This is an optimization exercise on Yosys and OpenROAD, whose aim is small area and a short achievable clock period, not a production implementation.
No functional check of the RTL was part of any run shown here.

==> flow/design.v (outline; a module is shown in full before it is edited, if it fits) <==
// module FIR_Filter_16tap: 3169 lines
module FIR_Filter_16tap #(parameter N = 16)(
    input clk, reset, enable,
    input [N-1:0] data_in,
    output [31:0] data_out
);
  // ...
==> flow/flow/run.sh <==
#!/bin/bash
# Layout flow: the standard flow with its synthesis netlist replaced by a
# hand-built gate netlist of the same design (flow/hand.py), then
#  - flow/fixpol.py removes inverters around full adders (a full adder is
#    self-dual); the logic function is unchanged;
#  - timing repair aims at a tighter setup margin than the 16 ns clock needs;
#  - ports are buffered with buf_2, and the clock tree uses clkbuf_4/8 with
#    larger sink clusters and no dummy loads.
# The standard synthesis still runs first; if its registers (names and cell
# types) differ from the hand netlist's, its own netlist is kept instead.
set -euo pipefail
MARGIN=${MARGIN:-11}
CTS="-sink_clustering_enable -repair_clock_nets -dont_use_dummy_load -buf_list {sky130_fd_sc_hd__clkbuf_8} -sink_clustering_size 15 -sink_clustering_max_diameter 60"
R=orfs/results/sky130hd/FIR_Filter_16tap/base
bash standard.sh synth > make_synth.log 2>&1
cp $R/1_2_yosys.v std_synth.v
python3 flow/hand.py --pol alt --csC --x1c --cpaA bk --cpaY ks -o hand.v > hand.log 2>&1
regs() { grep -o 'dfxtp_1 [^ ]*' "$1" | sort; }
if [[ "$(regs std_synth.v)" == "$(regs hand.v)" ]] && [[ $(regs hand.v | wc -l) -gt 0 ]]; then
  echo "using hand netlist" >> hand.log
  cp hand.v $R/1_2_yosys.v
else
  echo "register mismatch: keeping the standard netlist" >> hand.log
fi
python3 flow/fixpol.py $R/1_2_yosys.v > fixpol.log 2>&1
touch $R/1_2_yosys.v
bash standard.sh finish SETUP_SLACK_MARGIN=$MARGIN "BUFFER_PORTS_ARGS=-buffer_cell sky130_fd_sc_hd__buf_2" "CTS_ARGS=$CTS" > make_finish.log 2>&1
==> flow/flow/fixpol.py <==
#!/usr/bin/env python3
"""Remove inverters around full adders in a mapped sky130hd netlist.

A full adder is self-dual: FA(~a,~b,~c) = (~cout, ~sum).  Yosys' extract_fa
often leaves inverters between adders; this picks, for every fa cell, whether
it works on true or complemented signals so that as few inverters as
possible remain.  The logic function of the netlist is unchanged.
usage: fixpol.py netlist.v  (rewritten in place)
"""
import re, sys, os, collections, random

path = sys.argv[1]
text = open(path).read()
m = re.search(r'^module\s.*?^endmodule', text, re.S | re.M)
body = m.group(0)

cell_re = re.compile(r'^\s*(sky130_fd_sc_hd__\w+)\s+(\S+)\s*\((.*?)\);\s*$', re.S | re.M)
pin_re = re.compile(r'\.(\w+)\(\s*(.*?)\s*\)\s*(?:,|$)', re.S)
OUTPINS = {'X', 'Y', 'Q', 'Q_N', 'SUM', 'COUT', 'HI', 'LO'}

cells = []
for cm in cell_re.finditer(body):
    typ, name, pins = cm.group(1), cm.group(2), cm.group(3)
    pl = [(p, n.strip()) for p, n in pin_re.findall(pins.strip())]
    cells.append([typ, name, pl, cm.start(), cm.end()])

assigns = [(a.start(), a.end(), a.group(1).strip(), a.group(2).strip())
           for a in re.finditer(r'^\s*assign\s+(.*?)\s*=\s*(.*?)\s*;\s*$', body, re.M)]
ports = set()
for pm in re.finditer(r'^\s*(?:input|output|inout)\s+(?:\[[^\]]*\]\s*)?(.*?);', body, re.M):
    for n in pm.group(1).split(','):
        ports.add(n.strip())
def is_port(net):
    base = net.split('[')[0].strip()
    return base in ports or net in ports

inv_of = {}                      # inverter output net -> input net
inv_cells = set()
for i, c in enumerate(cells):
    if re.match(r'sky130_fd_sc_hd__inv_\d+$', c[0]):
        d = dict(c[2])
        if is_port(d['Y']):
            continue             # keep: drives a port
        inv_of[d['Y']] = d['A']
        inv_cells.add(i)

def resolve(n):
    pol = 0
    while n in inv_of:
        n = inv_of[n]; pol ^= 1
    return n, pol

driver_fa = {}                   # root net -> fa cell index
fas = [i for i, c in enumerate(cells) if re.match(r'sky130_fd_sc_hd__fa_\d+$', c[0])]
for i in fas:
    for p, n in cells[i][2]:
        if p in ('SUM', 'COUT'):
            driver_fa[n] = i

# consumers: (cell index or None, pin index or assign idx, root, pol, is_fa)
cons = []
for i, c in enumerate(cells):
    if i in inv_cells: continue
    isfa = i in driver_fa.values() or c[0].startswith('sky130_fd_sc_hd__fa_')
    for k, (p, n) in enumerate(c[2]):
        if p in OUTPINS: continue
        if not n or n.startswith("1'") or n.startswith("'"): continue
        r, pol = resolve(n)
        cons.append(('c', i, k, r, pol, isfa))
for k, (s, e, lhs, rhs) in enumerate(assigns):
    if rhs.startswith("1'") or rhs.startswith('{'): continue
    r, pol = resolve(rhs)
    cons.append(('a', k, None, r, pol, False))

flip = collections.defaultdict(int)
by_root = collections.defaultdict(list)
by_cell = collections.defaultdict(list)
for ci, cn in enumerate(cons):
    by_root[cn[3]].append(ci)
    if cn[0] == 'c' and cn[5]: by_cell[cn[1]].append(ci)

def parity(ci):
    kind, i, k, r, pol, isfa = cons[ci]
    p = pol ^ (flip[driver_fa[r]] if r in driver_fa else 0)
    if isfa: p ^= flip[i]
    return p
def root_cost(r):
    return 1 if any(parity(ci) for ci in by_root[r]) else 0
def fa_roots(i):
    rs = set(cons[ci][3] for ci in by_cell[i])
    for p, n in cells[i][2]:
        if p in ('SUM', 'COUT'): rs.add(n)
    return rs
def total():
    return sum(root_cost(r) for r in by_root)

before = total()
rng = random.Random(1)
roots_of = {i: fa_roots(i) for i in fas}
def delta(i):
    rs = roots_of[i]
    c0 = sum(root_cost(r) for r in rs)
    flip[i] ^= 1
    c1 = sum(root_cost(r) for r in rs)
    flip[i] ^= 1
    return c1 - c0
def greedy():
    improved = True
    while improved:
        improved = False
        for i in fas:
            if delta(i) < 0:
                flip[i] ^= 1; improved = True
greedy()
cur = total(); best = cur; bestflip = dict(flip)
if fas:
    T = 2.0
    steps = int(os.environ.get("FIXPOL_STEPS", "1000")) * len(fas)
    for step in range(steps):
        T = 2.0 * (1 - step / steps) + 0.05
        i = rng.choice(fas)
        d = delta(i)
        if d <= 0 or rng.random() < pow(2.718, -d / T):
            flip[i] ^= 1; cur += d
            if cur < best:
                best = cur; bestflip = dict(flip)
    flip.clear(); flip.update(bestflip)
    greedy()
after = total()

# rewrite
invnet = {}
newcells = []
def comp(r):
    if r not in invnet:
        invnet[r] = '_fixpol_%d_' % len(invnet)
    return invnet[r]
pinrep = {}
for ci, cn in enumerate(cons):
    kind, i, k, r, pol, isfa = cn
    net = comp(r) if parity(ci) else r
    pinrep[(kind, i, k)] = net

out = []
pos = 0
edits = []
for i, c in enumerate(cells):
    if i in inv_cells:
        edits.append((c[3], c[4], ''))
        continue
    pl = []
    for k, (p, n) in enumerate(c[2]):
        pl.append((p, pinrep.get(('c', i, k), n)))
    s = '  %s %s (\n%s\n  );' % (c[0], c[1], ',\n'.join('    .%s(%s)' % (p, n if not n.startswith('\\') else n + ' ') for p, n in pl))
    edits.append((c[3], c[4], s))
for k, (s, e, lhs, rhs) in enumerate(assigns):
    if ('a', k, None) in pinrep:
        n = pinrep[('a', k, None)]
        edits.append((s, e, '  assign %s = %s;' % (lhs, n if not n.startswith('\\') else n + ' ')))
edits.sort()
nb = []
for s, e, rep in edits:
    nb.append(body[pos:s]); nb.append(rep); pos = e
nb.append(body[pos:])
nb = ''.join(nb)
decl = ''.join('  wire %s;\n' % w for w in invnet.values())
invs = ''.join('  sky130_fd_sc_hd__inv_1 _fixpol_inv_%d_ (\n    .A(%s),\n    .Y(%s)\n  );\n' % (j, r if not r.startswith('\\') else r + ' ', w) for j, (r, w) in enumerate(invnet.items()))
nb = nb.replace('endmodule', decl + invs + 'endmodule')
# declarations must come before use for some readers: insert after the port list
hdr_end = nb.index(');') + 2
nb = nb[:hdr_end] + '\n' + decl + nb[hdr_end:].replace(decl + invs + 'endmodule', invs + 'endmodule')
open(path, 'w').write(text[:m.start()] + nb + text[m.end():])
print('fixpol: fa %d, inverters %d -> %d' % (len(fas), len(inv_cells), len(invnet)), file=sys.stderr)
==> flow/standard.sh <==
#!/bin/bash
# synth_recipe.tcl (not shown) runs the flow's synth.tcl, then flattens the netlist and writes it again
# the make line also repeats each setting of config.mk as NAME=value (left out here)
make -C /OpenROAD-flow-scripts/flow DESIGN_CONFIG=/design/flow/config.mk WORK_HOME=/design/flow/orfs CLKGATE_MAP_FILE= SYNTH_SCRIPT=/design/flow/synth_recipe.tcl "${@:-finish}"
==> flow/config.mk <==
export PLATFORM = sky130hd
export DESIGN_NAME = FIR_Filter_16tap
export DESIGN_NICKNAME = FIR_Filter_16tap
export VERILOG_FILES = /design/flow/design.v
export SDC_FILE = /design/flow/constraint.sdc
export NUM_CORES = 4
export LEC_CHECK = 0
export CAP_MARGIN = 20
export CORE_MARGIN = 2
export CORE_UTILIZATION = 70
export SLEW_MARGIN = 20
==> flow/constraint.sdc <==
create_clock -name core_clock -period 16.0 [get_ports {clk}]
set_input_delay 3.2000 -clock core_clock [delete_from_list [all_inputs] [get_ports {clk}]]
set_output_delay 3.2000 -clock core_clock [all_outputs]
set_load 0.01 [all_outputs]
Not shown: flow/flow/hand.py
==> impl_results.md, run 1 <==
* Worst hold path class: flop to flop
* Hold depth at 1
* Met1 GRT Util at between 30% and 40%
* Hold Path End: xn16[13]
* Largest net degree at the start of global routing at 94
* M1 WL at between 10,000 and 15,000 um
* Post-CTS setup buffers at 1
* GRT busiest layer: met2
* Total CTS buffers at 28
* Max H-tree Level at 1
* GP Congestion at just under 0.9
* Worst r2r dst: y1[21]
* Setup Crit Path Kind: input pin to flop
* DPL Wire Length at 22,800 um
* Buffering overhead at 1.61%
* Die area at between 20,000 and 25,000 um^2
* Post-route insts no fill at around 1,800
* Max Used Layer: met4
* Layout cells sized above 1 at under 10%
* Warnings from Yosys at 1
* Largest stage delay on the critical path at 0.40 ns
* Slew Limit Headroom at 28.6%
* Status: complete, no violations
* Initial antenna violation count at 0
* Crit. path cell count at 11
* Mapped cell area at ~16,000 um^2
* I/O Pins at between 50 and 60
* WP buf/inv at 1
* Final setup violation count at 0
* Multi-input comb cells at about 1,000
* Min-delay src: x15[13]
* Final WS setup at between 10 and 15 ns
* R2r setup slk at roughly 11 ns
* Sequential cell area share at between 30% and 40%
* Drt wl/cell at 16.6 um
==> run 2: changes to the inputs <==
--- a/flow/flow/run.sh
+++ b/flow/flow/run.sh
@@ -9,7 +9,7 @@
 # The standard synthesis still runs first; if its registers (names and cell
 # types) differ from the hand netlist's, its own netlist is kept instead.
 set -euo pipefail
-MARGIN=${MARGIN:-11}
+MARGIN=${MARGIN:-11.3}
 CTS="-sink_clustering_enable -repair_clock_nets -dont_use_dummy_load -buf_list {sky130_fd_sc_hd__clkbuf_8} -sink_clustering_size 15 -sink_clustering_max_diameter 60"
 R=orfs/results/sky130hd/FIR_Filter_16tap/base
 bash standard.sh synth > make_synth.log 2>&1
==> impl_results.md, run 2 <==
* Root Buffer: clkbuf_8
* CTS tree: built
* Port Buffer Count at 43
* Worst-path clk slew at about 0.090 ns
* Mapped Avg Cell Area at 11.2 um^2
* Nets at approximately 1,800
* Clock sink count at 325
* Initial antenna violation count at 1 (+1)
* Routed WL at 30,400 um
* Largest regs: Cs: 25 flops, y1: 25 flops, Cc: 19 flops
* Vias per inst at between 5 and 6
* Initial Utilization at a little under three quarters
* Worst EP arrival at 5.17 ns
* Total CTS buffers at 28 (unchanged)
* Pins over their slew limit at 0
* Crit. End Element: flop
* GP Congestion at 0.874 (unchanged)
* Worst path top cell family by delay: adder cells
* Final setup violation count at 0 (unchanged)
* Detailed-route via count at between 9,000 and 10,000
* RSZ-0062 raised after global routing: yes
* Mapped Nets at 1,711
* Slew @ Worst Pin at 0.910 ns
* Number of failing hold endpoints at the final stage at 0
* DRC at 0
* Core area at roughly 22,000 um^2
* Max Fclk at about 0.21 GHz
* Post-route insts no fill at 1,802 (+0.67%)
* Largest stage delay on the critical path at 0.37 ns (-0.03 ns)
* Crit-path max FO at 6
* Detail Route Antenna Nets at 0
* FF/Latch Area at 6510 um^2
* Slew Limit Headroom at 39.1% (+10 points)
* Util after Layout at between 70% and 80%
* Warnings from Yosys at 1 (unchanged)
* Mapped Cells at around 1,400
* First-pass GRT wire length at 49,900 um
* Fin crit share at around 29%
* Mapped cell area at 15,900 um^2 (unchanged)
* GRT overflow at 0
* Area grow syn2layout at 10.3%
* Number of global-route vias before repair at around 10,000
* CTS max path bufs at 3
* Clk Latency, worst-skew pair at slightly below 0.6 ns
* Crit path top cell by count: maj3_2
* Total negative slack at 0 ns
* WP buf/inv at 1 (unchanged)
* DPL Wire Length at 22,800 um (unchanged)
* DP Cell Count at approximately 1,800
* Min Tclk post-route at around 4.7 ns
* Starting DRT DRC Count at about 350
* Drt wl/cell at 16.9 um (+1.8%)
* Multi-input gate area at approximately 9400 um^2
* DR pass1 iterations at 5
* All-Layer GR Usage at a little over a quarter
* CP Cell Sequence: buf_12 > maj3_2 > maj3_2 > xnor2_4 > nor2b_4 > nand2_1 > o21ai_0 > a21oi_1 > o21ai_2 > xnor2_1 > nor2_1
* Layout cells sized above 1 at 12.4% (+5.6 points)
* # fillers at approximately 1,500
* CP max stage cell: maj3_2
* Startpoint types: input pin
* Number of max-cap violations at 0
* Final Skew at roughly 0.036 ns
* Commonest cells after routing, fill and taps aside: dfxtp_1, fa_1, nand2_1, nor2_1, inv_1
* Largest net degree at the start of global routing at 94 (unchanged)
* I/O Pins at 51 (unchanged)
* Most common cell after layout, fill and taps aside: dfxtp_1
* Die height at approximately 150 um
* Post-CTS Hold Buffers at 0
* Die width at 155 um
* Worst endpoint required time at around 16 ns
* Max H-tree Level at 1 (unchanged)
* R2r setup slk at 11.44 ns (+0.09 ns)
* Setup Crit Path Kind: input pin to flop
* Die area at 23,900 um^2 (unchanged)
* Rows at 55
* Status: complete, no violations
* Worst hold path class: flop to flop
* Antenna Diode Count at 0
[run 2: worst paths after layout]
path / endpoint / cells past startpoint / start
worst max-delay path: y1[18] / 11 / data_in[15]
worst min-delay path: xn16[13] / 1 / x15[13]
worst max register to register: y1[18] / 23 / y1[0]
worst min register to register: xn16[13] / 1 / x15[13]
[run 2: metal layers]
metal | global-route usage, % | part of all wire [%]
met2 | 47.2 | 52
met3 | 3.22 | 3.2
met5 | 0 | 0
met4 | 6.92 | 2.6
met1 | 35.4 | 42
[run 2: timing repair]
action	CTS	global route
pin swaps	4	27
gates resized for setup	41	115
buffers inserted	3	14
endpoints found under the setup margin	93	18
cloned	1	0
[run 2: area by class of cell]
cell class                 instances  share of cell area [%]
tap                              285                    2.03
inverter                         120                    2.58
sequential                       325                    37.1
multi-input combinational        981                    53.8
clock buffer                      28                    2.20
timing repair buffer              63                    2.23
[run 2: through the flow]
stage	setup slack (ns)	hold slack [ns]	instance area [um^2]
final	11.28	0.365	17500
after global routing	11.15	0.381	17500
after CTS	11.31	0.362	17100
after detailed placement	10.33	0.355	16500
after global placement	10.36	0.353	16500
after floorplan	8.35	0.352	15900

what the ideal ports hide:
How much do the figures lean on ideal ports? The routed layouts below were timed once more, with nothing changed but the port constraints. Step 1, drivers: a clkbuf_16 drives clk and a buf_2 each remaining input, both assumed. Step 2 also shifts input and output timing later by t, the mid clock arrival at the registers, as if the neighbouring blocks saw the same clock. Three values: ideal ports, drivers, drivers and shift; two values: the first two.
run	shift t [ns]	setup slack, ns	worst setup path at the end	worst register clock-pin slew, ns
run 1	0.611	11.127 / 11.151 / 10.540	input to register	0.09 / 0.09
run 2	0.615	11.283 / 11.281 / 10.666	input to register	0.09 / 0.09
After both steps every run listed still meets setup and hold. The setup slack of run 2, which loses most, moves by -0.002 ns with the drivers and by -0.617 ns with both steps.
